Source: an optimization exercise on an open RTL-to-GDS flow (aim: small area). Production flows keep margins and buffers that such runs may drop.
Only simulation tests tie the RTL to the original design; equivalence was not proved.
Power and IR drop assume default switching activity.

--- config.mk ---
export PLATFORM = sky130hd
export DESIGN_NAME = top_full_design
export DESIGN_NICKNAME = top_full_design
export VERILOG_FILES = /design/flow/design.v
export SDC_FILE = /design/flow/constraint.sdc
export NUM_CORES = 4
export LEC_CHECK = 0
export CAP_MARGIN = 0
export CORE_MARGIN = 2
export CORE_UTILIZATION = 60
export CTS_BUF_LIST = sky130_fd_sc_hd__clkbuf_8
export CTS_CLUSTER_DIAMETER = 60
export CTS_CLUSTER_SIZE = 16
export SLEW_MARGIN = 0
export SYNTH_HIERARCHICAL = 1
export SYNTH_MEMORY_MAX_BITS = 16384
--- constraint.sdc ---
create_clock -name core_clock -period 8.0 [get_ports {clock}]
set_input_delay 1.6000 -clock core_clock [delete_from_list [all_inputs] [get_ports {clock}]]
set_output_delay 1.6000 -clock core_clock [all_outputs]
set_load 0.01 [all_outputs]
--- design.v ---
module dl_keep0(input prev, input q, input en, input rst, output d);
wire m_n = ~(en ? prev : q);
assign d = ~(m_n | rst);
endmodule
module dl_keep1(input prev, input q, input en, input rst_n, output d);
wire m_n = ~(en ? prev : q);
assign d = ~(m_n & rst_n);
endmodule
module dl_flip0(input prev, input rst, output d);
assign d = ~(prev | rst);
endmodule
module dl_flip1(input prev, input rst_n, output d);
assign d = ~(prev & rst_n);
endmodule
module g_not(input a, output y);
assign y = ~a;
endmodule
module fir_tree(input [7:0] x0, input [111:0] d, output [14:0] ra, output [14:0] rb);
wire [7:0] dl1 = d[7:0];
wire [7:0] dl2 = d[15:8];
wire [7:0] dl3 = d[23:16];
wire [7:0] dl4 = d[31:24];
wire [7:0] dl5 = d[39:32];
wire [7:0] dl6 = d[47:40];
wire [7:0] dl7 = d[55:48];
wire [7:0] dl8 = d[63:56];
wire [7:0] dl9 = d[71:64];
wire [7:0] dl10 = d[79:72];
wire [7:0] dl11 = d[87:80];
wire [7:0] dl12 = d[95:88];
wire [7:0] dl13 = d[103:96];
wire [7:0] dl14 = d[111:104];
wire s1, c1; my_ha u_s1(.a(dl4[0]), .b(dl10[0]), .s(s1), .co(c1));
wire s2, c2; my_fa u_s2(.a(dl4[1]), .b(dl10[1]), .c(c1), .s(s2), .co(c2));
wire s3, c3; my_fa u_s3(.a(dl4[2]), .b(dl10[2]), .c(c2), .s(s3), .co(c3));
wire s4, c4; my_fa u_s4(.a(dl4[3]), .b(dl10[3]), .c(c3), .s(s4), .co(c4));
wire s5, c5; my_fa u_s5(.a(dl4[4]), .b(dl10[4]), .c(c4), .s(s5), .co(c5));
wire s6, c6; my_fa u_s6(.a(dl4[5]), .b(dl10[5]), .c(c5), .s(s6), .co(c6));
wire s7, c7; my_fa u_s7(.a(dl4[6]), .b(dl10[6]), .c(c6), .s(s7), .co(c7));
wire s8, c8; my_fa u_s8(.a(dl4[7]), .b(dl10[7]), .c(c7), .s(s8), .co(c8));
wire s9, c9; my_ha u_s9(.a(dl6[0]), .b(dl8[0]), .s(s9), .co(c9));
wire s10, c10; my_fa u_s10(.a(dl6[1]), .b(dl8[1]), .c(c9), .s(s10), .co(c10));
wire s11, c11; my_fa u_s11(.a(dl6[2]), .b(dl8[2]), .c(c10), .s(s11), .co(c11));
wire s12, c12; my_fa u_s12(.a(dl6[3]), .b(dl8[3]), .c(c11), .s(s12), .co(c12));
wire s13, c13; my_fa u_s13(.a(dl6[4]), .b(dl8[4]), .c(c12), .s(s13), .co(c13));
wire s14, c14; my_fa u_s14(.a(dl6[5]), .b(dl8[5]), .c(c13), .s(s14), .co(c14));
wire s15, c15; my_fa u_s15(.a(dl6[6]), .b(dl8[6]), .c(c14), .s(s15), .co(c15));
wire s16, c16; my_fa u_s16(.a(dl6[7]), .b(dl8[7]), .c(c15), .s(s16), .co(c16));
wire s17, c17; my_fa u_s17(.a(dl1[0]), .b(dl2[0]), .c(dl12[0]), .s(s17), .co(c17));
wire s18, c18; my_fa u_s18(.a(dl13[0]), .b(dl14[0]), .c(s1), .s(s18), .co(c18));
wire s19, c19; my_ha u_s19(.a(s9), .b(s17), .s(s19), .co(c19));
wire s20 = ~(dl1[1] ^ dl2[1]); wire c20 = dl1[1] | dl2[1];
wire s21, c21; my_fa u_s21(.a(dl12[1]), .b(dl13[1]), .c(dl14[1]), .s(s21), .co(c21));
wire s22, c22; my_fa u_s22(.a(s1), .b(c17), .c(s20), .s(s22), .co(c22));
wire s23, c23; my_fa u_s23(.a(s21), .b(s2), .c(s10), .s(s23), .co(c23));
wire s24, c24; my_fa u_s24(.a(c18), .b(c19), .c(s22), .s(s24), .co(c24));
wire s25 = ~(dl1[2] ^ dl2[2]); wire c25 = dl1[2] | dl2[2];
wire s26, c26; my_fa u_s26(.a(dl12[2]), .b(dl13[2]), .c(dl14[2]), .s(s26), .co(c26));
wire s27, c27; my_fa u_s27(.a(s9), .b(c20), .c(c21), .s(s27), .co(c27));
wire s28, c28; my_fa u_s28(.a(s25), .b(s26), .c(s2), .s(s28), .co(c28));
wire s29, c29; my_fa u_s29(.a(c22), .b(s27), .c(s3), .s(s29), .co(c29));
wire s30, c30; my_fa u_s30(.a(s11), .b(c23), .c(c24), .s(s30), .co(c30));
wire s31, c31; my_ha u_s31(.a(s28), .b(s29), .s(s31), .co(c31));
wire s32, c32; my_fa u_s32(.a(dl1[3]), .b(dl2[3]), .c(dl5[0]), .s(s32), .co(c32));
wire s33, c33; my_fa u_s33(.a(dl9[0]), .b(dl12[3]), .c(dl13[3]), .s(s33), .co(c33));
wire s34, c34; my_fa u_s34(.a(dl14[3]), .b(s9), .c(c25), .s(s34), .co(c34));
wire s35, c35; my_fa u_s35(.a(c26), .b(s32), .c(s33), .s(s35), .co(c35));
wire s36, c36; my_fa u_s36(.a(s10), .b(c27), .c(s34), .s(s36), .co(c36));
wire s37, c37; my_fa u_s37(.a(s35), .b(s3), .c(c28), .s(s37), .co(c37));
wire s38, c38; my_fa u_s38(.a(s36), .b(s4), .c(s12), .s(s38), .co(c38));
wire s39, c39; my_fa u_s39(.a(c29), .b(c30), .c(s37), .s(s39), .co(c39));
wire s40, c40; my_ha u_s40(.a(c31), .b(s38), .s(s40), .co(c40));
wire s41, c41; my_fa u_s41(.a(dl1[4]), .b(dl2[4]), .c(dl5[1]), .s(s41), .co(c41));
wire s42, c42; my_fa u_s42(.a(dl7[0]), .b(dl9[1]), .c(dl12[4]), .s(s42), .co(c42));
wire s43, c43; my_fa u_s43(.a(dl13[4]), .b(dl14[4]), .c(c32), .s(s43), .co(c43));
wire s44, c44; my_fa u_s44(.a(c33), .b(s41), .c(s42), .s(s44), .co(c44));
wire s45, c45; my_fa u_s45(.a(s10), .b(c34), .c(c35), .s(s45), .co(c45));
wire s46, c46; my_fa u_s46(.a(s43), .b(s44), .c(s11), .s(s46), .co(c46));
wire s47, c47; my_fa u_s47(.a(c36), .b(s45), .c(s4), .s(s47), .co(c47));
wire s48, c48; my_fa u_s48(.a(c37), .b(s46), .c(s5), .s(s48), .co(c48));
wire s49, c49; my_fa u_s49(.a(s13), .b(c38), .c(c39), .s(s49), .co(c49));
wire s50, c50; my_fa u_s50(.a(s47), .b(c40), .c(s48), .s(s50), .co(c50));
wire s51, c51; my_fa u_s51(.a(dl1[5]), .b(dl2[5]), .c(dl5[2]), .s(s51), .co(c51));
wire s52, c52; my_fa u_s52(.a(dl7[1]), .b(dl9[2]), .c(dl12[5]), .s(s52), .co(c52));
wire s53, c53; my_fa u_s53(.a(dl13[5]), .b(dl14[5]), .c(c41), .s(s53), .co(c53));
wire s54, c54; my_fa u_s54(.a(c42), .b(s51), .c(s52), .s(s54), .co(c54));
wire s55, c55; my_fa u_s55(.a(c43), .b(c44), .c(s53), .s(s55), .co(c55));
wire s56, c56; my_fa u_s56(.a(s54), .b(s11), .c(c45), .s(s56), .co(c56));
wire s57, c57; my_fa u_s57(.a(s55), .b(s12), .c(c46), .s(s57), .co(c57));
wire s58, c58; my_fa u_s58(.a(s56), .b(s5), .c(c47), .s(s58), .co(c58));
wire s59, c59; my_fa u_s59(.a(s57), .b(s6), .c(s14), .s(s59), .co(c59));
wire s60, c60; my_fa u_s60(.a(c48), .b(c49), .c(s58), .s(s60), .co(c60));
wire s61, c61; my_ha u_s61(.a(c50), .b(s59), .s(s61), .co(c61));
wire s62, c62; my_fa u_s62(.a(dl1[6]), .b(dl2[6]), .c(dl5[3]), .s(s62), .co(c62));
wire s63, c63; my_fa u_s63(.a(dl7[2]), .b(dl9[3]), .c(dl12[6]), .s(s63), .co(c63));
wire s64, c64; my_fa u_s64(.a(dl13[6]), .b(dl14[6]), .c(c51), .s(s64), .co(c64));
wire s65, c65; my_fa u_s65(.a(c52), .b(s62), .c(s63), .s(s65), .co(c65));
wire s66, c66; my_fa u_s66(.a(c53), .b(c54), .c(s64), .s(s66), .co(c66));
wire s67, c67; my_fa u_s67(.a(s65), .b(c55), .c(s66), .s(s67), .co(c67));
wire s68, c68; my_fa u_s68(.a(s12), .b(c56), .c(s67), .s(s68), .co(c68));
wire s69, c69; my_fa u_s69(.a(s13), .b(c57), .c(s68), .s(s69), .co(c69));
wire s70, c70; my_fa u_s70(.a(s6), .b(c58), .c(s69), .s(s70), .co(c70));
wire s71, c71; my_fa u_s71(.a(s7), .b(s15), .c(c59), .s(s71), .co(c71));
wire s72, c72; my_fa u_s72(.a(c60), .b(s70), .c(c61), .s(s72), .co(c72));
wire s73, c73; my_fa u_s73(.a(dl1[7]), .b(dl2[7]), .c(dl5[4]), .s(s73), .co(c73));
wire s74, c74; my_fa u_s74(.a(dl7[3]), .b(dl9[4]), .c(dl12[7]), .s(s74), .co(c74));
wire s75, c75; my_fa u_s75(.a(dl13[7]), .b(dl14[7]), .c(c62), .s(s75), .co(c75));
wire s76, c76; my_fa u_s76(.a(c63), .b(s73), .c(s74), .s(s76), .co(c76));
wire s77, c77; my_fa u_s77(.a(c64), .b(c65), .c(s75), .s(s77), .co(c77));
wire s78, c78; my_fa u_s78(.a(s76), .b(c66), .c(s77), .s(s78), .co(c78));
wire s79, c79; my_fa u_s79(.a(c67), .b(s78), .c(s13), .s(s79), .co(c79));
wire s80, c80; my_fa u_s80(.a(c68), .b(s14), .c(c69), .s(s80), .co(c80));
wire s81, c81; my_fa u_s81(.a(s79), .b(s7), .c(c70), .s(s81), .co(c81));
wire s82, c82; my_fa u_s82(.a(s80), .b(s8), .c(s16), .s(s82), .co(c82));
wire s83, c83; my_fa u_s83(.a(c71), .b(s81), .c(c72), .s(s83), .co(c83));
wire s84 = ~(dl5[5] ^ dl7[4]); wire c84 = dl5[5] | dl7[4];
wire s85, c85; my_fa u_s85(.a(dl9[5]), .b(c73), .c(c74), .s(s85), .co(c85));
wire s86, c86; my_fa u_s86(.a(s84), .b(c75), .c(c76), .s(s86), .co(c86));
wire s87, c87; my_fa u_s87(.a(s85), .b(c77), .c(s86), .s(s87), .co(c87));
wire s88, c88; my_fa u_s88(.a(c78), .b(s87), .c(s14), .s(s88), .co(c88));
wire s89, c89; my_fa u_s89(.a(c79), .b(s15), .c(c80), .s(s89), .co(c89));
wire s90, c90; my_fa u_s90(.a(s88), .b(c8), .c(s8), .s(s90), .co(c90));
wire s91, c91; my_fa u_s91(.a(c16), .b(c81), .c(s89), .s(s91), .co(c91));
wire s92, c92; my_fa u_s92(.a(c82), .b(s90), .c(s91), .s(s92), .co(c92));
wire s93, c93; my_ha u_s93(.a(c83), .b(s92), .s(s93), .co(c93));
wire s94, c94; my_fa u_s94(.a(dl5[6]), .b(dl7[5]), .c(dl9[6]), .s(s94), .co(c94));
wire s95, c95; my_fa u_s95(.a(c84), .b(s94), .c(c85), .s(s95), .co(c95));
wire s96, c96; my_fa u_s96(.a(c86), .b(s95), .c(c87), .s(s96), .co(c96));
wire s97, c97; my_fa u_s97(.a(s96), .b(s15), .c(c88), .s(s97), .co(c97));
wire s98, c98; my_fa u_s98(.a(c8), .b(s16), .c(c89), .s(s98), .co(c98));
wire s99, c99; my_fa u_s99(.a(s97), .b(c90), .c(c91), .s(s99), .co(c99));
wire s100, c100; my_fa u_s100(.a(s98), .b(c92), .c(s99), .s(s100), .co(c100));
wire s101 = ~(dl5[7] ^ dl7[6]); wire c101 = dl5[7] | dl7[6];
wire s102, c102; my_fa u_s102(.a(dl9[7]), .b(c94), .c(s101), .s(s102), .co(c102));
wire s103, c103; my_fa u_s103(.a(s102), .b(c95), .c(c96), .s(s103), .co(c103));
wire s104, c104; my_fa u_s104(.a(s103), .b(c16), .c(s16), .s(s104), .co(c104));
wire s105, c105; my_fa u_s105(.a(c97), .b(c98), .c(s104), .s(s105), .co(c105));
wire s106, c106; my_ha u_s106(.a(c99), .b(s105), .s(s106), .co(c106));
wire s107 = ~(dl7[7] ^ c101); wire c107 = dl7[7] | c101;
wire s108, c108; my_fa u_s108(.a(c102), .b(s107), .c(c103), .s(s108), .co(c108));
wire s109, c109; my_fa u_s109(.a(s108), .b(c16), .c(c104), .s(s109), .co(c109));
wire s110, c110; my_ha u_s110(.a(c105), .b(s109), .s(s110), .co(c110));
wire s111 = ~(c107 ^ c108); wire c111 = c107 | c108;
wire s112, c112; my_ha u_s112(.a(s111), .b(c109), .s(s112), .co(c112));
wire s113, c113; my_ha u_s113(.a(s18), .b(s19), .s(s113), .co(c113));
wire s114, c114; my_fa u_s114(.a(s23), .b(s24), .c(c113), .s(s114), .co(c114));
wire s115, c115; my_fa u_s115(.a(s30), .b(c114), .c(s31), .s(s115), .co(c115));
wire s116, c116; my_fa u_s116(.a(s39), .b(s40), .c(c115), .s(s116), .co(c116));
wire s117, c117; my_fa u_s117(.a(s49), .b(s50), .c(c116), .s(s117), .co(c117));
wire s118, c118; my_fa u_s118(.a(s60), .b(s61), .c(c117), .s(s118), .co(c118));
wire s119, c119; my_fa u_s119(.a(s71), .b(s72), .c(c118), .s(s119), .co(c119));
wire s120, c120; my_fa u_s120(.a(s82), .b(s83), .c(c119), .s(s120), .co(c120));
assign ra = {1'b1, c111, c110, c106, c100, c93, s93, s120, s119, s118, s117, s116, s115, s114, s113};
assign rb = {1'b0, c112, s112, s110, s106, s100, c120, x0[7], x0[6], x0[5], x0[4], x0[3], x0[2], x0[1], x0[0]};
endmodule
module my_fa(input a, input b, input c, output s, output co);
assign s  = a ^ b ^ c;
assign co = (a & b) | (a & c) | (b & c);
endmodule
module my_ha(input a, input b, output s, output co);
assign s  = a ^ b;
assign co = a & b;
endmodule
module fir_cpa(input [14:0] a, input [14:0] b, output [14:0] s);
wire [15:0] c;
assign c[0] = 1'b0;
my_ha u_ha0(.a(a[0]), .b(b[0]), .s(s[0]), .co(c[1]));
genvar i;
generate for (i = 1; i < 15; i = i + 1) begin : g
    my_fa u_fa(.a(a[i]), .b(b[i]), .c(c[i]), .s(s[i]), .co(c[i+1]));
end endgenerate
endmodule
module sg_exc(input [9:0] n, input [1:0] sel, output reg inc, output reg dec);
always @* begin inc=0; dec=0; case({sel,n})
  12'd0: inc=1;
  12'd48: inc=1;
  12'd96: inc=1;
  12'd120: inc=1;
  12'd192: inc=1;
  12'd216: inc=1;
  12'd312: inc=1;
  12'd384: inc=1;
  12'd768: inc=1;
  12'd792: inc=1;
  12'd816: inc=1;
  12'd840: dec=1;
  12'd888: inc=1;
  12'd1008: inc=1;
  12'd1120: dec=1;
  12'd1264: dec=1;
  12'd1360: dec=1;
  12'd1488: dec=1;
  12'd1600: dec=1;
  12'd1712: dec=1;
  12'd1872: dec=1;
  12'd1904: dec=1;
  12'd2032: dec=1;
  12'd2264: inc=1;
  12'd2408: inc=1;
  12'd2480: dec=1;
  12'd2696: inc=1;
  12'd2768: dec=1;
  12'd2912: dec=1;
  12'd3072: inc=1;
  12'd3112: inc=1;
  12'd3120: dec=1;
  12'd3128: inc=1;
  12'd3168: inc=1;
  12'd3208: inc=1;
  12'd3264: inc=1;
  12'd3320: inc=1;
  12'd3400: inc=1;
  12'd3456: inc=1;
  12'd3512: inc=1;
  12'd3784: inc=1;
  12'd3832: dec=1;
  12'd3840: inc=1;
  12'd3888: dec=1;
  12'd3896: inc=1;
  12'd3944: dec=1;
  12'd4024: dec=1;
  12'd4080: dec=1;
  12'd4088: inc=1;
  default: ; endcase end
endmodule
module signal_generator(input [9:0] n, input [3:0] q9, input [1:0] sel, output [7:0] x);
reg [10:0] uh; always @* case(n[3:0])
  4'd0: uh = 11'h0;
  4'd1: uh = 11'h64;
  4'd2: uh = 11'hc4;
  4'd3: uh = 11'h11d;
  4'd4: uh = 11'h16b;
  4'd5: uh = 11'h1a9;
  4'd6: uh = 11'h1d9;
  4'd7: uh = 11'h1f7;
  4'd8: uh = 11'h202;
  4'd9: uh = 11'h1f7;
  4'd10: uh = 11'h1d9;
  4'd11: uh = 11'h1a9;
  4'd12: uh = 11'h16b;
  4'd13: uh = 11'h11d;
  4'd14: uh = 11'hc4;
  4'd15: uh = 11'h64;
endcase
reg [1:0] q3; always @* case(q9)
  4'd0: q3 = 2'd0;
  4'd1: q3 = 2'd1;
  4'd2: q3 = 2'd2;
  4'd3: q3 = 2'd0;
  4'd4: q3 = 2'd1;
  4'd5: q3 = 2'd2;
  4'd6: q3 = 2'd0;
  4'd7: q3 = 2'd1;
  4'd8: q3 = 2'd2;
  4'd9: q3 = 2'd0;
  4'd10: q3 = 2'd0;
  4'd11: q3 = 2'd0;
  4'd12: q3 = 2'd0;
  4'd13: q3 = 2'd0;
  4'd14: q3 = 2'd0;
  4'd15: q3 = 2'd0;
  default: q3 = 0; endcase
wire [4:0] i0 = {q3, n[2:0]}; reg [9:0] v0; always @* case(i0)
  5'd0: v0 = 10'h3ff;
  5'd1: v0 = 10'h312;
  5'd2: v0 = 10'hb4;
  5'd3: v0 = 10'h62;
  5'd4: v0 = 10'h302;
  5'd5: v0 = 10'h63;
  5'd6: v0 = 10'hb5;
  5'd7: v0 = 10'h311;
  5'd8: v0 = 10'h326;
  5'd9: v0 = 10'hcb;
  5'd10: v0 = 10'h42;
  5'd11: v0 = 10'h302;
  5'd12: v0 = 10'h7e;
  5'd13: v0 = 10'h9d;
  5'd14: v0 = 10'h307;
  5'd15: v0 = 10'h1f;
  5'd16: v0 = 10'hdb;
  5'd17: v0 = 10'h20;
  5'd18: v0 = 10'h309;
  5'd19: v0 = 10'h9b;
  5'd20: v0 = 10'h82;
  5'd21: v0 = 10'h303;
  5'd22: v0 = 10'h44;
  5'd23: v0 = 10'hc9;
  default: v0 = 0; endcase
wire [6:0] i1 = {q3, n[4:0]}; reg [9:0] v1; always @* case(i1)
  7'd0: v1 = 10'h0;
  7'd1: v1 = 10'h7b;
  7'd2: v1 = 10'h32b;
  7'd3: v1 = 10'h102;
  7'd4: v1 = 10'h314;
  7'd5: v1 = 10'ha6;
  7'd6: v1 = 10'h3ca;
  7'd7: v1 = 10'h3b1;
  7'd8: v1 = 10'hb5;
  7'd9: v1 = 10'h309;
  7'd10: v1 = 10'hfa;
  7'd11: v1 = 10'h33a;
  7'd12: v1 = 10'h5d;
  7'd13: v1 = 10'h1a;
  7'd14: v1 = 10'h373;
  7'd15: v1 = 10'he3;
  7'd16: v1 = 10'h300;
  7'd17: v1 = 10'he3;
  7'd18: v1 = 10'h373;
  7'd19: v1 = 10'h1b;
  7'd20: v1 = 10'h5e;
  7'd21: v1 = 10'h339;
  7'd22: v1 = 10'hff;
  7'd23: v1 = 10'h30a;
  7'd24: v1 = 10'hb2;
  7'd25: v1 = 10'h3b6;
  7'd26: v1 = 10'h3cf;
  7'd27: v1 = 10'ha1;
  7'd28: v1 = 10'h313;
  7'd29: v1 = 10'hfd;
  7'd30: v1 = 10'h325;
  7'd31: v1 = 10'h7b;
  7'd32: v1 = 10'h321;
  7'd33: v1 = 10'h8b;
  7'd34: v1 = 10'h3f3;
  7'd35: v1 = 10'h39a;
  7'd36: v1 = 10'hcc;
  7'd37: v1 = 10'h302;
  7'd38: v1 = 10'hf6;
  7'd39: v1 = 10'h350;
  7'd40: v1 = 10'h45;
  7'd41: v1 = 10'h39;
  7'd42: v1 = 10'h357;
  7'd43: v1 = 10'hef;
  7'd44: v1 = 10'h304;
  7'd45: v1 = 10'hd2;
  7'd46: v1 = 10'h38d;
  7'd47: v1 = 10'h3f5;
  7'd48: v1 = 10'h80;
  7'd49: v1 = 10'h32b;
  7'd50: v1 = 10'h103;
  7'd51: v1 = 10'h31b;
  7'd52: v1 = 10'h9b;
  7'd53: v1 = 10'h3d8;
  7'd54: v1 = 10'h3af;
  7'd55: v1 = 10'hba;
  7'd56: v1 = 10'h30e;
  7'd57: v1 = 10'hf9;
  7'd58: v1 = 10'h340;
  7'd59: v1 = 10'h59;
  7'd60: v1 = 10'h22;
  7'd61: v1 = 10'h36b;
  7'd62: v1 = 10'heb;
  7'd63: v1 = 10'h303;
  7'd64: v1 = 10'hd9;
  7'd65: v1 = 10'h2fd;
  7'd66: v1 = 10'heb;
  7'd67: v1 = 10'h36a;
  7'd68: v1 = 10'h1d;
  7'd69: v1 = 10'h5a;
  7'd70: v1 = 10'h33f;
  7'd71: v1 = 10'hf8;
  7'd72: v1 = 10'h30b;
  7'd73: v1 = 10'hbf;
  7'd74: v1 = 10'h3aa;
  7'd75: v1 = 10'h3d9;
  7'd76: v1 = 10'h9c;
  7'd77: v1 = 10'h316;
  7'd78: v1 = 10'hfd;
  7'd79: v1 = 10'h325;
  7'd80: v1 = 10'h80;
  7'd81: v1 = 10'h3fb;
  7'd82: v1 = 10'h393;
  7'd83: v1 = 10'hcd;
  7'd84: v1 = 10'h303;
  7'd85: v1 = 10'hf0;
  7'd86: v1 = 10'h358;
  7'd87: v1 = 10'h3e;
  7'd88: v1 = 10'h42;
  7'd89: v1 = 10'h351;
  7'd90: v1 = 10'hf1;
  7'd91: v1 = 10'h307;
  7'd92: v1 = 10'hcd;
  7'd93: v1 = 10'h395;
  7'd94: v1 = 10'h3ed;
  7'd95: v1 = 10'h8b;
  default: v1 = 0; endcase
wire [6:0] i2 = {q9, n[2:0]}; reg [9:0] v2; always @* case(i2)
  7'd0: v2 = 10'h6;
  7'd1: v2 = 10'h39c;
  7'd2: v2 = 10'hb7;
  7'd3: v2 = 10'h312;
  7'd4: v2 = 10'h102;
  7'd5: v2 = 10'h313;
  7'd6: v2 = 10'hb6;
  7'd7: v2 = 10'h39d;
  7'd8: v2 = 10'h3ab;
  7'd9: v2 = 10'haf;
  7'd10: v2 = 10'h318;
  7'd11: v2 = 10'h100;
  7'd12: v2 = 10'h312;
  7'd13: v2 = 10'hbe;
  7'd14: v2 = 10'h391;
  7'd15: v2 = 10'h9;
  7'd16: v2 = 10'ha6;
  7'd17: v2 = 10'h31c;
  7'd18: v2 = 10'h100;
  7'd19: v2 = 10'h30c;
  7'd20: v2 = 10'hc4;
  7'd21: v2 = 10'h38b;
  7'd22: v2 = 10'h16;
  7'd23: v2 = 10'h4e;
  7'd24: v2 = 10'h323;
  7'd25: v2 = 10'hfc;
  7'd26: v2 = 10'h309;
  7'd27: v2 = 10'hca;
  7'd28: v2 = 10'h382;
  7'd29: v2 = 10'h1f;
  7'd30: v2 = 10'h44;
  7'd31: v2 = 10'h365;
  7'd32: v2 = 10'hfb;
  7'd33: v2 = 10'h307;
  7'd34: v2 = 10'hd3;
  7'd35: v2 = 10'h378;
  7'd36: v2 = 10'h2c;
  7'd37: v2 = 10'h37;
  7'd38: v2 = 10'h36e;
  7'd39: v2 = 10'hd8;
  7'd40: v2 = 10'h306;
  7'd41: v2 = 10'hd8;
  7'd42: v2 = 10'h36f;
  7'd43: v2 = 10'h38;
  7'd44: v2 = 10'h2c;
  7'd45: v2 = 10'h377;
  7'd46: v2 = 10'hd4;
  7'd47: v2 = 10'h306;
  7'd48: v2 = 10'hde;
  7'd49: v2 = 10'h367;
  7'd50: v2 = 10'h43;
  7'd51: v2 = 10'h20;
  7'd52: v2 = 10'h382;
  7'd53: v2 = 10'hcb;
  7'd54: v2 = 10'h308;
  7'd55: v2 = 10'hfd;
  7'd56: v2 = 10'h35e;
  7'd57: v2 = 10'h4c;
  7'd58: v2 = 10'h17;
  7'd59: v2 = 10'h38a;
  7'd60: v2 = 10'hc4;
  7'd61: v2 = 10'h30d;
  7'd62: v2 = 10'h100;
  7'd63: v2 = 10'h31e;
  7'd64: v2 = 10'h56;
  7'd65: v2 = 10'hb;
  7'd66: v2 = 10'h392;
  7'd67: v2 = 10'hbd;
  7'd68: v2 = 10'h312;
  7'd69: v2 = 10'hff;
  7'd70: v2 = 10'h318;
  7'd71: v2 = 10'had;
  default: v2 = 0; endcase
wire [5:0] i3 = {q3, n[3:0]}; reg [9:0] v3; always @* case(i3)
  6'd0: v3 = 10'h3ff;
  6'd1: v3 = 10'h32b;
  6'd2: v3 = 10'h30d;
  6'd3: v3 = 10'h3d2;
  6'd4: v3 = 10'hae;
  6'd5: v3 = 10'hf8;
  6'd6: v3 = 10'h66;
  6'd7: v3 = 10'h36a;
  6'd8: v3 = 10'h2fe;
  6'd9: v3 = 10'h370;
  6'd10: v3 = 10'h66;
  6'd11: v3 = 10'hfe;
  6'd12: v3 = 10'hb4;
  6'd13: v3 = 10'h3d2;
  6'd14: v3 = 10'h30d;
  6'd15: v3 = 10'h32b;
  6'd16: v3 = 10'hd9;
  6'd17: v3 = 10'heb;
  6'd18: v3 = 10'h1d;
  6'd19: v3 = 10'h342;
  6'd20: v3 = 10'h30c;
  6'd21: v3 = 10'h3ae;
  6'd22: v3 = 10'h9e;
  6'd23: v3 = 10'h100;
  6'd24: v3 = 10'h7d;
  6'd25: v3 = 10'h38a;
  6'd26: v3 = 10'h306;
  6'd27: v3 = 10'h35e;
  6'd28: v3 = 10'h3e;
  6'd29: v3 = 10'hec;
  6'd30: v3 = 10'hc5;
  6'd31: v3 = 10'h3ed;
  6'd32: v3 = 10'h321;
  6'd33: v3 = 10'h3ed;
  6'd34: v3 = 10'hc5;
  6'd35: v3 = 10'hf2;
  6'd36: v3 = 10'h3e;
  6'd37: v3 = 10'h35e;
  6'd38: v3 = 10'h306;
  6'd39: v3 = 10'h390;
  6'd40: v3 = 10'h85;
  6'd41: v3 = 10'hfa;
  6'd42: v3 = 10'h9e;
  6'd43: v3 = 10'h3a8;
  6'd44: v3 = 10'h306;
  6'd45: v3 = 10'h342;
  6'd46: v3 = 10'h23;
  6'd47: v3 = 10'heb;
  default: v3 = 0; endcase
reg [9:0] vh; reg h; always @* case(sel) 0: begin vh=v0; h=n[3]; end 1: begin vh=v1; h=n[5]; end 2: begin vh=v2; h=n[3]; end default: begin vh=v3; h=n[4]; end endcase
wire inc, dec; sg_exc u_exc(.n(n), .sel(sel), .inc(inc), .dec(dec));
wire [11:0] un = {12{n[4]}} ^ {{1{uh[10]}}, uh};
wire [11:0] vn = {12{h}} ^ {{2{vh[9]}}, vh};
wire [11:0] sum = un + vn + {11'd0, n[4]} + {11'd0, h};
assign x = (sum[10:3] + {{7{dec}},inc|dec}) ^ 8'h7f;
endmodule
module g_nand2(input a, input b, output y);  assign y = ~(a & b); endmodule
module g_nand3(input a, input b, input c, output y);  assign y = ~(a & b & c); endmodule
module g_nand4(input a, input b, input c, input d, output y);  assign y = ~(a & b & c & d); endmodule
module g_nor2(input a, input b, output y);  assign y = ~(a | b); endmodule
module g_nor4(input a, input b, input c, input d, output y);  assign y = ~(a | b | c | d); endmodule
module g_inv(input a, output y);  assign y = ~a; endmodule
module g_a222oi(input a1, input a2, input b1, input b2, input c1, input c2, output y);
    assign y = ~((a1 & a2) | (b1 & b2) | (c1 & c2));
endmodule
module ram_rdec(input [5:0] a, output [63:0] s);
wire [5:0] an;
wire [7:0] pl, ph;
genvar i, j;
generate
    for (i = 0; i < 6; i = i + 1) begin : ginv
        g_inv u(.a(a[i]), .y(an[i]));
    end
    for (i = 0; i < 8; i = i + 1) begin : gpre
        g_nand3 ul(.a((i & 1) != 0 ? a[0] : an[0]), .b((i & 2) != 0 ? a[1] : an[1]), .c((i & 4) != 0 ? a[2] : an[2]), .y(pl[i]));
        g_nand3 uh(.a((i & 1) != 0 ? a[3] : an[3]), .b((i & 2) != 0 ? a[4] : an[4]), .c((i & 4) != 0 ? a[5] : an[5]), .y(ph[i]));
    end
    for (j = 0; j < 8; j = j + 1) begin : gh
        for (i = 0; i < 8; i = i + 1) begin : gl
            g_nor2 u(.a(pl[i]), .b(ph[j]), .y(s[j*8+i]));
        end
    end
endgenerate
endmodule
module ram_rbit(input [63:0] d, input [63:0] s, output q);
wire [21:0] t;
wire [5:0] u;
wire [1:0] v;
genvar i;
generate
    for (i = 0; i < 21; i = i + 1) begin : ga
        g_a222oi ua(.a1(s[3*i]), .a2(d[3*i]), .b1(s[3*i+1]), .b2(d[3*i+1]), .c1(s[3*i+2]), .c2(d[3*i+2]), .y(t[i]));
    end
endgenerate
g_nand2 ul(.a(s[63]), .b(d[63]), .y(t[21]));
g_nand4 u0(.a(t[0]),  .b(t[1]),  .c(t[2]),  .d(t[3]),  .y(u[0]));
g_nand4 u1(.a(t[4]),  .b(t[5]),  .c(t[6]),  .d(t[7]),  .y(u[1]));
g_nand4 u2(.a(t[8]),  .b(t[9]),  .c(t[10]), .d(t[11]), .y(u[2]));
g_nand4 u3(.a(t[12]), .b(t[13]), .c(t[14]), .d(t[15]), .y(u[3]));
g_nand4 u4(.a(t[16]), .b(t[17]), .c(t[18]), .d(t[19]), .y(u[4]));
g_nand2 u5(.a(t[20]), .b(t[21]), .y(u[5]));
g_nor4  v0(.a(u[0]), .b(u[1]), .c(u[2]), .d(u[3]), .y(v[0]));
g_nor2  v1(.a(u[4]), .b(u[5]), .y(v[1]));
g_nand2 w0(.a(v[0]), .b(v[1]), .y(q));
endmodule
module top_full_design
    #(
        parameter NB_ADDR = 6,
        parameter NB_DATA = 8
    )
    (
        output [NB_DATA - 1 : 0] o_log_data_from_ram,
        output o_log_ram_full,
        input [2:0] i_enable,
        input [1:0] i_sel,
        input i_reset,
        input clock
    );
reg [9:0] gen_cnt;
reg [3:0] gen_q9;
wire gen_clr = ~i_reset | ~i_enable[0];
always @(posedge clock or posedge gen_clr) begin
    if (gen_clr) begin
        gen_cnt <= 10'd0;
        gen_q9  <= 4'd0;
    end else begin
        gen_cnt <= gen_cnt + 10'd1;
        gen_q9  <= (&gen_cnt || gen_q9 == 4'd8) ? 4'd0 : gen_q9 + 4'd1;
    end
end
reg [1:0] sel_prev;
reg [1:0] sel;
always @(posedge clock) begin
    if (~i_reset) begin
        sel_prev <= 2'b00;
        sel      <= 2'b00;
    end else begin
        sel_prev <= i_sel;
        sel      <= sel ^ (i_sel & ~sel_prev);
    end
end
wire [7:0] x0s;
signal_generator u_gen (.n(gen_cnt), .q9(gen_q9), .sel(sel), .x(x0s));
localparam [8*15-1:0] POL = {
    8'h7f, 8'h7f, 8'h7f,                       
    8'h80, 8'h80, 8'h80, 8'h80, 8'h80, 8'h80,  
    8'h80, 8'h80,                              
    8'h7f, 8'h7f, 8'h7f, 8'h7f };              
wire [7:0] dl [0:14];
assign dl[0] = x0s;
wire dl_rst;
g_not u_dl_rst(.a(i_reset), .y(dl_rst));
genvar gk, gi;
generate
    for (gk = 1; gk <= 14; gk = gk + 1) begin : gdl
        for (gi = 0; gi < 8; gi = gi + 1) begin : gbit
            localparam P  = POL[8*gk + gi];
            localparam FL = POL[8*gk + gi] ^ POL[8*(gk-1) + gi];
            reg q;
            wire d;
            if (FL) begin : gflip
                if (P) begin : g1
                    dl_flip1 u(.prev(dl[gk-1][gi]), .rst_n(i_reset), .d(d));
                end else begin : g0
                    dl_flip0 u(.prev(dl[gk-1][gi]), .rst(dl_rst), .d(d));
                end
                always @(posedge clock)
                    if (dl_rst | i_enable[0]) q <= d;
            end else begin : gkeep
                if (P) begin : g1
                    dl_keep1 u(.prev(dl[gk-1][gi]), .q(q), .en(i_enable[0]), .rst_n(i_reset), .d(d));
                end else begin : g0
                    dl_keep0 u(.prev(dl[gk-1][gi]), .q(q), .en(i_enable[0]), .rst(dl_rst), .d(d));
                end
                always @(posedge clock) q <= d;
            end
            assign dl[gk][gi] = q;
        end
    end
endgenerate
wire [14:0] ra, rb;
fir_tree u_tree(.x0(x0s), .d({dl[14], dl[13], dl[12], dl[11], dl[10], dl[9], dl[8],
                            dl[7], dl[6], dl[5], dl[4], dl[3], dl[2], dl[1]}),
                .ra(ra), .rb(rb));
reg [14:0] ra_r, rb_r;
always @(posedge clock) begin
    ra_r <= ra;
    rb_r <= rb;
end
wire [14:0] acc;
fir_cpa u_cpa(.a(ra_r), .b(rb_r), .s(acc));
wire sat_ok = (acc[14] == acc[13]);
wire [7:0] y = sat_ok ? {acc[14], acc[12:6]} : {acc[14], {7{~acc[14]}}};
reg [7:0] y2, y3;
always @(posedge clock) begin
    y2 <= y;
    y3 <= y2;
end
reg        run;
reg [5:0]  wc;
reg        full;
wire       wc_last = &wc;
always @(posedge clock) begin
    if (~i_reset)      run <= 1'b0;
    else if (~run)     run <= i_enable[1] & ~full;
    else               run <= ~wc_last;
    if (~run) wc <= 6'd0;
    else      wc <= wc + 6'd1;
    if (~i_reset | ~i_enable[1]) full <= 1'b0;
    else if (wc_last)            full <= 1'b1;
end
reg [7:0] mem [0:63];
always @(posedge clock) begin
    if (run) mem[wc] <= y3;
end
reg [5:0] rd_addr;
reg       rd_inc, rd_rstn;
wire [5:0] rd_cnt = rd_rstn ? rd_addr + {5'd0, rd_inc} : 6'd0;
reg [7:0] rd_data, dout;
wire [63:0] rd_sel;
wire [7:0] rd_mux;
wire [511:0] mem_flat;
genvar gw, gb;
generate
    for (gw = 0; gw < 64; gw = gw + 1) begin : gmem
        assign mem_flat[gw*8 +: 8] = mem[gw];
    end
    for (gb = 0; gb < 8; gb = gb + 1) begin : grd
        wire [63:0] col;
        for (gw = 0; gw < 64; gw = gw + 1) begin : gc
            assign col[gw] = mem_flat[gw*8 + gb];
        end
        ram_rbit u_rbit(.d(col), .s(rd_sel), .q(rd_mux[gb]));
    end
endgenerate
ram_rdec u_rdec(.a(rd_addr), .s(rd_sel));
always @(posedge clock) begin
    rd_rstn <= i_reset;
    rd_inc  <= i_enable[2];
    rd_addr <= rd_cnt;
    rd_data <= rd_mux;
    dout    <= rd_data;
end
assign o_log_data_from_ram = dout;
assign o_log_ram_full = full;
endmodule
--- run.sh ---
#!/bin/bash
# synth_recipe.tcl (not shown) runs the flow's synth.tcl, then flattens the netlist and writes it again
# the make line also repeats each setting of config.mk as NAME=value (left out here)
make -C /OpenROAD-flow-scripts/flow DESIGN_CONFIG=/design/flow/config.mk WORK_HOME=/design/flow/orfs CLKGATE_MAP_FILE= SYNTH_SCRIPT=/design/flow/synth_recipe.tcl finish
==> run summary <==
[power by group through the flow]
stage	Sequential, mW	Clock, mW	Combinational [mW]
after floorplan	4.95	0	1.69
after global placement	4.77	0	1.97
after detailed placement	4.78	0	2.04
after CTS	4.70	2.00	2.05
after global routing	4.71	2.11	2.26
final	4.69	1.96	2.00
[worst max-delay path: cells and delay by family, from the launching register on]
kind / cells / cell delay [ps]
AO/OA/AOI/OAI: 10 / 1990
XOR/XNOR: 4 / 560
adder cells (fa/ha/maj): 4 / 1260
buffers and inverters: 3 / 590
flip-flops: 1 / 610
multiplexers: 3 / 950
AND/OR/NAND/NOR: 4 / 900
[cell families after synthesis]
group / after synthesis
xor+xnor: 59
flops: 720
other cells: 2
buf+inv: 187
compound gates: 499
mux: 125
simple gates: 735
fa+ha+maj: 188
[sequential cells by signal, indices dropped and copies added (netlist names)]
| name | flops |
|---|---|
| y3 | 8 |
| mem | 512 |
| rd_rstn | 1 |
| run | 1 |
| rd_data | 8 |
| rb_r | 15 |
| ra_r | 15 |
| sel | 2 |
| gen_cnt | 10 |
| dout | 8 |
| gen_q9 | 4 |
| full | 1 |
| wc | 6 |
| rd_inc | 1 |
| rd_addr | 6 |
| sel_prev | 2 |
| gdl.gbit.q | 112 |
| y2 | 8 |
[area by class of cell]
type | count | area [µm²]
Clock buffer | 56 | 771
Clock inverter | 45 | 300
Fill cell | 4143 | 19900
Inverter | 50 | 188
Multi-Input combinational cell | 1608 | 12600
Sequential cell | 720 | 19800
Tap cell | 748 | 936
Timing Repair Buffer | 55 | 447
[through the flow]
step           total power, mW  hold WS, ps  utilization, %
2_1_floorplan             6.64          310               -
3_3_place_gp              6.74          311            61.8
3_5_place_dp              6.83          313            61.8
4_1_cts                   8.75          316            63.7
5_1_grt                   9.09          333            63.7
6_report                  8.66          328            63.7
[per-module statistics from Yosys (local to each module, per instance), a selection]
module	times used	flops+latches	cell area [µm²]	cells inside
g_nand4	40	0	6.26	1
g_nand2	24	0	3.75	1
g_nor2	72	0	3.75	1
dl_flip1	8	0	3.75	1
g_nor4	8	0	12.5	1
g_inv	6	0	3.75	1
top_full_design	1	720	21000	930
[how the worst max path moves through the flow]
stage	end	slack [ps]	cells past startpoint
floorplan	gdl[1].gbit[7].q	1400	29
global placement	gdl[1].gbit[7].q	1140	28
detailed placement	gdl[1].gbit[7].q	1110	28
CTS	gdl[1].gbit[7].q	1080	28
global route	gdl[1].gbit[7].q	590	31
finish	gdl[1].gbit[7].q	1030	28
[placed cells by master, fill, tap and decap left out, types with 6 or more instances in the layout]
cell type          n
a211oi_1          23
a21oi_1           83
a221oi_1           6
a222oi_1         168
a311oi_1          13
a31oi_1           21
a32o_1             6
and2_1            22
and3b_1            6
buf_4             40
clkbuf_8          56
clkdlybuf4s50_1   13
dfrtp_1           11
dfxtp_1          170
dfxtp_2            8
edfxtp_1         528
fa_1             118
ha_1              70
inv_1             80
mux2i_1          108
mux4_2            12
nand2_1          169
nand2b_1          23
nand3_1           50
nand4_1           53
nor2_1           285
nor2_2             9
nor2b_1           21
nor3_1            32
nor4_2             9
o211ai_1          15
o21ai_0           72
o22ai_1            9
o311ai_0           8
or2_2              8
or3_1              6
xnor2_1           40
xor2_1            19
[metal layers]
| layer | routed length (µm) | global-route usage (%) |
|---|---|---|
| met1 | 34700 | 41.4 |
| met2 | 41200 | 49.0 |
| met5 | 0 | 0 |
| met3 | 7060 | 4.73 |
| met4 | 3780 | 12.3 |
==> impl_metrics.json <==
{
  "reg2reg_from": "gen_q9[0]",
  "syn-instance-count": 2515,
  "fin_tns_setup_ps": 0,
  "setup_ws_ps": 1030,
  "dr.pass1.iters": 9,
  "grt_pass1_wl_mm": 130,
  "fmax_mhz": 143,
  "final_cell_area_um2": 35000,
  "p_leak_nw": 12.1,
  "synthMuxAreaShare_pct": 4.24,
  "antenna_found_initial": 0,
  "relSlewSlack_pct": 19.9,
  "drc": 0,
  "netlist_area_um2": 33300,
  "reg2reg_to": "gdl[1].gbit[7].q",
  "die_area_um2": 57400,
  "areaGrowthSynthToFinish_pct": 5.19,
  "dominantRegCellSynth": "edfxtp_1",
  "path_clk_slew_ps": 100,
  "ys_ff_latch": 720,
  "cts_tree": "done",
  "dp.cells": 3181,
  "ctsHoldBuffers": 0,
  "ys_warn_count": 9,
  "cts.sinks": 720,
  "r2r_cells": 28,
  "ios": 16,
  "hold_class": "reg -> reg",
  "cp_slowest_cell": "dfrtp_1",
  "drive_above_1_share_pct": 7.38,
  "synth_largest_area_cell": "edfxtp_1",
  "cts_resized": 0,
  "clkPwrFrac_pct": 22.7,
  "rows": 86,
  "grt_max_degree": 65,
  "routed_wirelength_mm": 86.8,
  "clockBufferDepth": 3,
  "seq_power_share_pct": 54.2,
  "drtAntennaViolNets": 0,
  "viasPerCell": 6.61,
  "max-cap-violations": 0,
  "rsz0062_at_grt": "false",
  "synthArstFlopShare_pct": 1.94,
  "dr_total_vias": 21700,
  "r2r_slack_ps": 1030,
  "min_to": "y3[4]",
  "ys_seq_area_share_pct": 59.4,
  "period_needed_ps": 6970,
  "avgSynthCellArea_um2": 13.2,
  "comb_power_share_pct": 23.1,
  "grt_pass1_vias": 21100,
  "syn_nets": 2710,
  "clk_latency_ps": 720,
  "post_cts_buffers": 0,
  "outcome": "no timing/DRC/antenna violations",
  "fin_crit_sh_pct": 87.1,
  "skew_ps": 23.9,
  "hold_start": "y2[4]",
  "cts_htree_levels": 2,
  "drt_iter0_drc": 2889,
  "holdPathStages": 0,
  "nNetsFinal": 2684,
  "cts_root_buf": "clkbuf_8",
  "hold_violations": 0,
  "power_density_nw_per_um2": 247,
  "die_w_um": 240,
  "setup_viol": 0,
  "swShare_pct": 29.6,
  "die_h_um": 240,
  "fp.coreArea_um2": 55000,
  "gr-total-overflow": 0,
  "start_util_pct": 60.6,
  "hpwl_mm": 57.9,
  "synth_edf_count": 528,
  "antennaDiodeCount": 0,
  "slowest_delay_ps": 610,
  "vdd_ir_drop_max_mv": 0.230,
  "yosysMostFrequentCell": "edfxtp_1",
  "maxSlewViolCount": 0,
  "synth_xor_area_share_pct": 1.55,
  "placed_cell_area_um2": 34000,
  "gp_congestion": 1.02,
  "crit_type": "reg -> reg",
  "start_kind": "flop",
  "power.internal_mw": 6.09,
  "worst_pin_slew_ps": 1190,
  "cp.arrival_ps": 7550,
  "synth_area_leaders": "edfxtp_1 48%, dfxtp_1 11%, fa_1 7.1%",
  "wl_per_cell_um": 26.4,
  "grt.total_usage_pct": 30.3,
  "synth_top_family_by_area": "compound AO/OA/AOI/OAI gates",
  "dp_slack_ps": 1110,
  "crit_fanout": 14,
  "yosysUniqueCellTypes": 100,
  "layoutNonFillerInstCount": 3282,
  "critPathCaptureType": "flop",
  "cts-buffers-inserted": 54,
  "switchingPower_mw": 2.57,
  "cp.required_ps": 8580,
  "crit_start": "gen_q9[0]",
  "yosysTopAreaCellShare_pct": 47.6,
  "synth_adder_area_share_pct": 9.72,
  "io_buffers": 15,
  "synthTopCellsByCount": "528 x edfxtp_1, 285 x nor2_1, 178 x dfxtp_1",
  "synth-simple-area-share_pct": 10.6,
  "synth_compound_area_share_pct": 11.7
}

port drivers added, routing unchanged:
Ports are ideal in the flow. The routed layout listed here was re-timed in OpenROAD.
Step 1 assumes that a clkbuf_16 drives the clock port and a buf_2 every other input.
Step 2, shift: input delay + t, output delay - t, t = (earliest + latest rising clock arrival at the registers) / 2. This alone moves slack from input paths to output paths.
Three values: no drivers, after step 1, after step 2; two values: the first two.
t, ns: 0.762
setup WS [ns]: 1.028 / 1.028 / 1.028
slew at the worst register clock pin (ns): 0.11 / 0.11
pins driven straight from the clock port: 1
After both steps setup and hold are still met in this run. The setup slack of this run moves by 0.000 ns with the drivers and by 0.000 ns with both steps.
